Context: an optimization exercise on an open-source flow, tuned for small area and a short achievable clock period. The choices shown serve that exercise and are no tape-out recipe. In this exercise RTL edits were held to simulation tests only and were not proved equivalent to the original.

Setup of run K:
==> module decode, before the edit <==
module decode(
    input  wire        clk,
    input  wire        rst,
    input  wire        wb_reg_write,
    input  wire [4:0]  wb_write_reg_location,
    input  wire [31:0] mem_wb_write_data,
    input  wire [31:0] if_id_instr,
    input  wire [31:0] if_id_npc,
    output wire [1:0]  id_ex_wb,
    output wire [2:0]  id_ex_mem,
    output reg  [4:0]  id_ex_alu,
    output reg  [31:0] id_ex_target,
    output reg  [31:0] id_ex_rs_val,
    output reg  [31:0] id_ex_rt_val,
    output reg  [31:0] id_ex_b,
    output reg  [4:0]  id_ex_write_reg,
    output reg         id_ex_cleared
);
    wire [5:0]  opcode = if_id_instr[31:26];
    wire [4:0]  rs     = if_id_instr[25:21];
    wire [4:0]  rt     = if_id_instr[20:16];
    wire [4:0]  rd     = if_id_instr[15:11];
    wire [5:0]  funct  = if_id_instr[5:0];
    wire [31:0] sext   = {{16{if_id_instr[15]}}, if_id_instr[15:0]};
    wire [31:0] rs_val, rt_val;
    regfile rf0 (
        .clk(clk),
        .rst(rst),
        .we(wb_reg_write),
        .waddr(wb_write_reg_location),
        .wdata(mem_wb_write_data),
        .ra(rs),
        .rb(rt),
        .rdata_a(rs_val),
        .rdata_b(rt_val)
    );
    wire is_r   = (opcode == 6'b000000);
    wire is_lw  = (opcode == 6'b100011);
    wire is_sw  = (opcode == 6'b101011);
    wire is_beq = (opcode == 6'b000100);
    wire f_add = (funct == 6'b100000);
    wire f_sub = (funct == 6'b100010);
    wire f_and = (funct == 6'b100100);
    wire f_or  = (funct == 6'b100101);
    wire f_slt = (funct == 6'b101010);
    wire alusrc  = is_lw | is_sw;
    wire sel_slt = is_r & f_slt;
    wire sel_and = is_r & f_and;
    wire sel_or  = is_r & f_or;
    wire sel_sum = is_r ? (f_add | f_sub) : 1'b1;
    wire inv_b   = is_beq | (is_r & (f_sub | f_slt));
    wire keep_rt = ~alusrc & ~inv_b;
    wire flip_rt = ~alusrc & inv_b;
    wire [31:0] imm_b = {32{alusrc}} & sext;
    wire [31:0] b_hi_n = ~({32{keep_rt}} | imm_b);
    wire [31:0] b_lo_n = ~({32{flip_rt}} | imm_b);
    wire [31:0] b;
    genvar i;
    generate
        for (i = 0; i < 32; i = i + 1) begin : bsel
            id_mux2i m (.s(rt_val[i]), .a0(b_lo_n[i]), .a1(b_hi_n[i]), .y(b[i]));
        end
    endgenerate
    reg id_ex_regwrite, id_ex_lw, id_ex_beq, id_ex_sw;
    assign id_ex_wb  = {id_ex_regwrite, id_ex_lw};
    assign id_ex_mem = {id_ex_beq, id_ex_lw, id_ex_sw};
    always @(posedge clk) begin
        id_ex_cleared   <= rst;
        id_ex_regwrite  <= is_r | is_lw;
        id_ex_lw        <= is_lw;
        id_ex_beq       <= is_beq;
        id_ex_sw        <= is_sw;
        id_ex_alu       <= {inv_b, sel_sum, sel_slt, sel_and, sel_or};
        id_ex_target    <= if_id_npc + {sext[29:0], 2'b00};
        id_ex_rs_val    <= rs_val;
        id_ex_rt_val    <= rt_val;
        id_ex_b         <= b;
        id_ex_write_reg <= is_r ? rd : rt;
    end
endmodule
==> module id_mux2i, before the edit <==
module id_mux2i(input wire s, a0, a1, output wire y);
    assign y = ~(s ? a1 : a0);
endmodule
Settings: LEC_CHECK=0, ABC_AREA=0, CAP_MARGIN=20, CORE_MARGIN=2, CORE_UTILIZATION=40, SETUP_SLACK_MARGIN=2.6, SLEW_MARGIN=20, SYNTH_HIERARCHICAL=1, SYNTH_MINIMUM_KEEP_SIZE=0; clock period 5.0 ns.
run.sh (not shown) runs the stock make flow with config.mk's settings and CLKGATE_MAP_FILE= SYNTH_SCRIPT=/design/flow/synth_recipe.tcl, a recipe that flattens the netlist after the stock synthesis.
Input-level comparison between run C and run K:
--- a/flow/design.v
+++ b/flow/design.v
@@ -51,16 +51,5 @@
     wire sel_sum = is_r ? (f_add | f_sub) : 1'b1;
     wire inv_b   = is_beq | (is_r & (f_sub | f_slt));
-    wire keep_rt = ~alusrc & ~inv_b;
-    wire flip_rt = ~alusrc & inv_b;
-    wire [31:0] imm_b = {32{alusrc}} & sext;
-    wire [31:0] b_hi_n = ~({32{keep_rt}} | imm_b);
-    wire [31:0] b_lo_n = ~({32{flip_rt}} | imm_b);
-    wire [31:0] b;
-    genvar i;
-    generate
-        for (i = 0; i < 32; i = i + 1) begin : bsel
-            id_mux2i m (.s(rt_val[i]), .a0(b_lo_n[i]), .a1(b_hi_n[i]), .y(b[i]));
-        end
-    endgenerate
+    wire [31:0] b = alusrc ? sext : rt_val;
     reg id_ex_regwrite, id_ex_lw, id_ex_beq, id_ex_sw;
     assign id_ex_wb  = {id_ex_regwrite, id_ex_lw};
@@ -76,5 +65,5 @@
         id_ex_rs_val    <= rs_val;
         id_ex_rt_val    <= rt_val;
-        id_ex_b         <= b;
+        id_ex_b         <= b ^ {32{inv_b}};
         id_ex_write_reg <= is_r ? rd : rt;
     end
@@ -111,7 +100,4 @@
     rf_read_port pb (.sel(sel_b), .regs(flat), .data(rdata_b));
 endmodule
-module id_mux2i(input wire s, a0, a1, output wire y);
-    assign y = ~(s ? a1 : a0);
-endmodule
 module rf_read_port(
     input  wire [31:0]   sel,
--- outcome ---
Re proportion of cell area occupied by registers: run K and run C aren't equal, and the higher value belongs to run K. Compared with run K, in run C cell area has increased, count of multi-input gates has increased. Run K vs run C, critical path endpoint: id0.id_ex_b[17] vs id0.id_ex_b[27]. In run C, the buffer count excluding the clock tree in the final layout came out about 5.5% below the value in run K. Global-route wire length before repair of run C falls short of that of run K by a few percent.

afterwards: timing with drivers on the ports:
How much do the figures lean on ideal ports? The routed layouts below were timed once more, with nothing changed but the port constraints. Step 1 (the two cells are an assumption about what drives the block):
set clk [get_ports {clk}]
set_driving_cell -lib_cell sky130_fd_sc_hd__clkbuf_16 $clk
set_driving_cell -lib_cell sky130_fd_sc_hd__buf_2 [delete_from_list [all_inputs] $clk]
Step 2, shift: input delay + t, output delay - t, t = (earliest + latest rising clock arrival at the registers) / 2. This alone moves slack from input paths to output paths. Slacks: no drivers / after step 1 / after step 2; pairs: no drivers / after step 1.
run | t (ns) | setup slack, ns | worst setup path after step 2 | latest minus earliest clock arrival (ns)
run K | 0.865 | 2.471 / 2.512 / 1.647 | input to register | 0.038 / 0.038
run C | 0.851 | 2.246 / 2.174 / 1.322 | input to register | 0.033 / 0.033
After both steps setup and hold are still met in every run listed. The setup slack of run C, which loses most, moves by -0.072 ns with the drivers and by -0.924 ns with both steps.
